Background: an optimization exercise with open tools, aiming at small area. Do not read the settings as production practice.
In this exercise RTL edits were held to simulation tests only and were not proved equivalent to the original.

== job 1938 ==
## ALU_wrapper
module ALU_wrapper( clk, reset, ABCmd_i, LoadA_i, LoadB_i, LoadCmd_i, ACC_o, Done_o);
	input clk;
	input reset;
	input LoadA_i;
	input LoadB_i;
	input LoadCmd_i;
	input [7:0] ABCmd_i;
	output [7:0] ACC_o;
	output Done_o;
	reg [7:0] rA, rB, ACC_o;
	wire [3:0] op  = ABCmd_i[3:0];
	wire       CI  = ABCmd_i[4];
	wire       shr = ABCmd_i[5];
	wire       BCD = ABCmd_i[6];
	wire       MUL = ABCmd_i[7];
	reg [2:0] state;
	wire RO      = ~state[1];
	wire LoadA   = ~state[2] &  state[1] & ~state[0];
	wire LoadB   =  state[0];
	wire LoadCmd =  state[2] &  state[1];
	assign Done_o = state[2] & ~state[1];
	wire nA = (RO & ~LoadCmd_i & ~LoadB_i & LoadA_i) | (LoadA & ~LoadB_i & ~LoadCmd_i) |
	          (LoadB & LoadA_i) | (LoadCmd & LoadA_i);
	wire nB = (RO & ~LoadCmd_i & LoadB_i) | (LoadA & LoadB_i) |
	          (LoadB & ~LoadA_i & ~LoadCmd_i) | (LoadCmd & ~LoadA_i & LoadB_i);
	wire nC = (RO & LoadCmd_i) | (LoadA & ~LoadB_i & LoadCmd_i) | (LoadB & ~LoadA_i & LoadCmd_i);
	wire nO = LoadCmd & ~LoadA_i & ~LoadB_i;
	always @(posedge clk or posedge reset)
		if (reset)
			state <= 3'b000;
		else
			state <= {nC | nO, nA | nB | nC, nB};
  ...
For scale: about 380 cells after synthesis, about 22 I/O pins, roughly 3200 um^2 of cells after synthesis.
Settings: LEC_CHECK=0, CAP_MARGIN=20, CORE_MARGIN=2, CORE_UTILIZATION=40, GPL_TIMING_DRIVEN=0, SLEW_MARGIN=20; clock period 6.0 ns.
standard.sh (not shown) runs the stock make flow with config.mk's settings and CLKGATE_MAP_FILE= SYNTH_SCRIPT=/design/flow/synth_recipe.tcl, a recipe that flattens the netlist after the stock synthesis.
==> flow/flow/run.sh <==
#!/bin/bash
# Own layout flow: the standard ORFS flow, except that
#  - synthesis maps the design's FA/HA adder modules straight onto the
#    sky130 fa_1/ha_1 cells (flow/my_synth.tcl), and
#  - port buffers are the smallest buffer (buf_1).
# Each tool's output goes to a log file of its own in this folder.
set -euo pipefail
W=$(pwd)
F=$W/flow
# same make call as standard.sh, with our synthesis script
sed "s#SYNTH_SCRIPT=[^ ]*#SYNTH_SCRIPT=$F/my_synth.tcl#" standard.sh > my_standard.sh
grep -q "SYNTH_SCRIPT=$F/my_synth.tcl" my_standard.sh
# my_synth.tcl = synth_recipe.tcl with our own synth wrapper in place of its first line
{ echo "source $F/synth_pre.tcl"; tail -n +2 synth_recipe.tcl; } > $F/my_synth.tcl
export MY_FLOW_DIR=$F
if [[ -f $F/env.sh ]]; then source $F/env.sh; fi
bash my_standard.sh synth > synth.log 2>&1
bash my_standard.sh > layout.log 2>&1
==> flow/flow/env.sh <==
export BUFFER_PORTS_ARGS="-buffer_cell sky130_fd_sc_hd__buf_1"
export MY_NO_EXTRACT_FA=1
export MY_ABC_SCRIPT=abc3.script
export SETUP_MOVE_SEQUENCE="unbuffer,sizeup,swap"
export CTS_ARGS="-sink_clustering_enable -repair_clock_nets -dont_use_dummy_load -sink_buffer_max_cap_derate 0.6 -buf_list sky130_fd_sc_hd__clkbuf_8 -root_buf sky130_fd_sc_hd__clkbuf_8 -sink_clustering_buffer sky130_fd_sc_hd__clkbuf_8"
==> flow/flow/my_synth.tcl <==
source /design/flow/flow/synth_pre.tcl
source $::env(SCRIPTS_DIR)/synth.tcl
# left out here: clear keep_hierarchy, flatten, clean up, hide names made inside functions, write 1_2_yosys.v
Other scripts of this flow, unchanged in this note and not shown: flow/flow/abc3.script, flow/flow/adder_map.v, flow/flow/synth_pre.tcl
[inputs] job 6456 vs job 1938
==> flow/flow/env.sh <==
export BUFFER_PORTS_ARGS="-buffer_cell sky130_fd_sc_hd__buf_1"
export MY_NO_EXTRACT_FA=1
export MY_ABC_SCRIPT=abc3.script
export SETUP_MOVE_SEQUENCE="unbuffer,sizeup,swap"
removed: flow/flow/my_synth.tcl
Findings:
Job 6456 went all the way through synthesis, placement and routing and the layout is clean on timing, DRC and antenna.
Between job 6456 and job 1938, the mean routed wirelength per cell figures differ only marginally.
Summary: with job 1938 as the reference, design area in job 6456 moved up slightly.
Remaining max-slew budget at the tightest pin delta (job 6456 − job 1938): favourable
On maximum frequency, job 6456 and job 1938 are basically level.
Worst-case setup margin in the final layout essentially unchanged between job 6456 and job 1938.
Job 6456 against job 1938: hold slack essentially unchanged.
Relative to job 6456, the following input files were edited for job 6763:
==> flow/flow/env.sh <==
export BUFFER_PORTS_ARGS="-buffer_cell sky130_fd_sc_hd__buf_1"
export MY_NO_EXTRACT_FA=1
export MY_ABC_SCRIPT=abc3.script
export SETUP_MOVE_SEQUENCE="unbuffer,sizeup,swap"
export CTS_ARGS="-sink_clustering_enable -repair_clock_nets -dont_use_dummy_load"
[summary]
- Compared with job 6456, in job 6763 first-iteration detailed-routing DRC count +about 7%, worst setup slack stayed essentially flat, data required time of the worst path stayed essentially flat.
- Relative to job 6456, the number of optimization iterations in the first detailed-route pass of job 6763 is lower by 1.
- Comparing job 6456 with job 6763, the final wirelength came out essentially unchanged.
- | final instance area | job 6763 vs job 6456 | better |

* * *

== run 1 ==
Another version of the RTL of ALU_wrapper (not shown whole).
Size: ~370 cells after synthesis, roughly 28 flip-flops, ~22 I/O pins, about 3200 um2 of cells after synthesis.
clock: 6.0 ns
lec_check: 0
cap_margin: 20
core_margin: 2
core_utilization: 40
gpl_timing_driven: 0
slew_margin: 20
==> flow/flow/abc3.script <==
strash
ifraig
dc2
dch -f
map -a
mfs2
strash
dch -f
map -a
topo
==> flow/flow/adder_map.v <==
module FA(a, b, c, s, co);
	input a, b, c;
	output s, co;
	sky130_fd_sc_hd__fa_1 _TECHMAP_REPLACE_ (.A(a), .B(b), .CIN(c), .SUM(s), .COUT(co));
endmodule

module HA(a, b, s, co);
	input a, b;
	output s, co;
	sky130_fd_sc_hd__ha_1 _TECHMAP_REPLACE_ (.A(a), .B(b), .SUM(s), .COUT(co));
endmodule
==> flow/flow/env.sh <==
export BUFFER_PORTS_ARGS="-buffer_cell sky130_fd_sc_hd__buf_1"
export MY_NO_EXTRACT_FA=1
export MY_ABC_SCRIPT=abc3.script
==> flow/flow/my_synth.tcl <==
source /design/flow/flow/synth_pre.tcl
source $::env(SCRIPTS_DIR)/synth.tcl
# left out here: clear keep_hierarchy, flatten, clean up, hide names made inside functions, write 1_2_yosys.v
==> flow/flow/synth_pre.tcl <==
# Replaces the first line of synth_recipe.tcl (which wraps synth in -nofsm -noshare).
# Before the first synth call, the FA/HA adder modules of the design are mapped
# straight onto the platform's full/half adder cells, and ABC is given an
# area-oriented script.
proc synth {args} {
  if { ![info exists ::my_adders_mapped] } {
    set ::my_adders_mapped 1
    yosys proc
    yosys techmap -map $::env(MY_FLOW_DIR)/adder_map.v
    if { [info exists ::env(MY_NO_EXTRACT_FA)] } {
      unset ::env(ADDER_MAP_FILE)
    }
    if { [info exists ::env(MY_ABC_SCRIPT)] } {
      set i [lsearch -exact $::abc_args -script]
      lset ::abc_args [expr {$i + 1}] $::env(MY_FLOW_DIR)/$::env(MY_ABC_SCRIPT)
    }
  }
  yosys synth -nofsm -noshare {*}$args
}
Scripts as last shown in full above: flow/flow/run.sh
--- input diff run 1..run 2 ---
diff --git a/flow/config.mk b/flow/config.mk
--- a/flow/config.mk
+++ b/flow/config.mk
@@ -9,4 +9,3 @@
 export CORE_MARGIN = 2
 export CORE_UTILIZATION = 40
-export GPL_TIMING_DRIVEN = 0
 export SLEW_MARGIN = 20
removed: flow/flow/my_synth.tcl
--- outcome ---
Compared run 1 against run 2; leftover overflow at the end of global routing within noise.
Run 2 vs. run 1: per-cell routed wire length +7.7%; post-layout minimum cycle time +43 ps.
Min sequential share of cell area across run 1 and run 2: run 2
The final critical-path share of the clock period number comes out lower for run 1 vs run 2.
Cmp run 1 and run 2 / non-clock buffer count / higher: run 2
Run 2 ends up with higher number of global-route vias before repair than run 1 does.
Compared run 2 vs run 1, and wire length is up in run 2.

-- what the ideal ports hide --
In the flow no input, the clock included, has a driving cell. The finished layouts below were timed again as built, in two steps. Step 1: set_driving_cell puts a clkbuf_16 on clk and a buf_2 on each other input, an assumption about the parent block. Step 2, shift: input delay + t, output delay - t, t = (earliest + latest rising clock arrival at the registers) / 2. This alone moves slack from input paths to output paths. Slacks: no drivers / after step 1 / after step 2; pairs: no drivers / after step 1.
run | t, ns | setup slack, ns | pins driven straight from the clock port
job 1938 | 0.306 | 0.211 / 0.211 / -0.051 | 1
job 6456 | 0.309 | 0.212 / 0.212 / -0.067 | 1
job 6763 | 0.306 | 0.211 / 0.211 / -0.051 | 1
run 1 | 0.311 | 0.111 / 0.116 / -0.195 | 1
run 2 | 0.304 | 0.068 / 0.073 / -0.232 | 1
With both steps, setup timing fails in every run listed, where it was met with ideal ports. The setup slack of run 1, which loses most, moves by +0.005 ns with the drivers and by -0.306 ns with both steps.
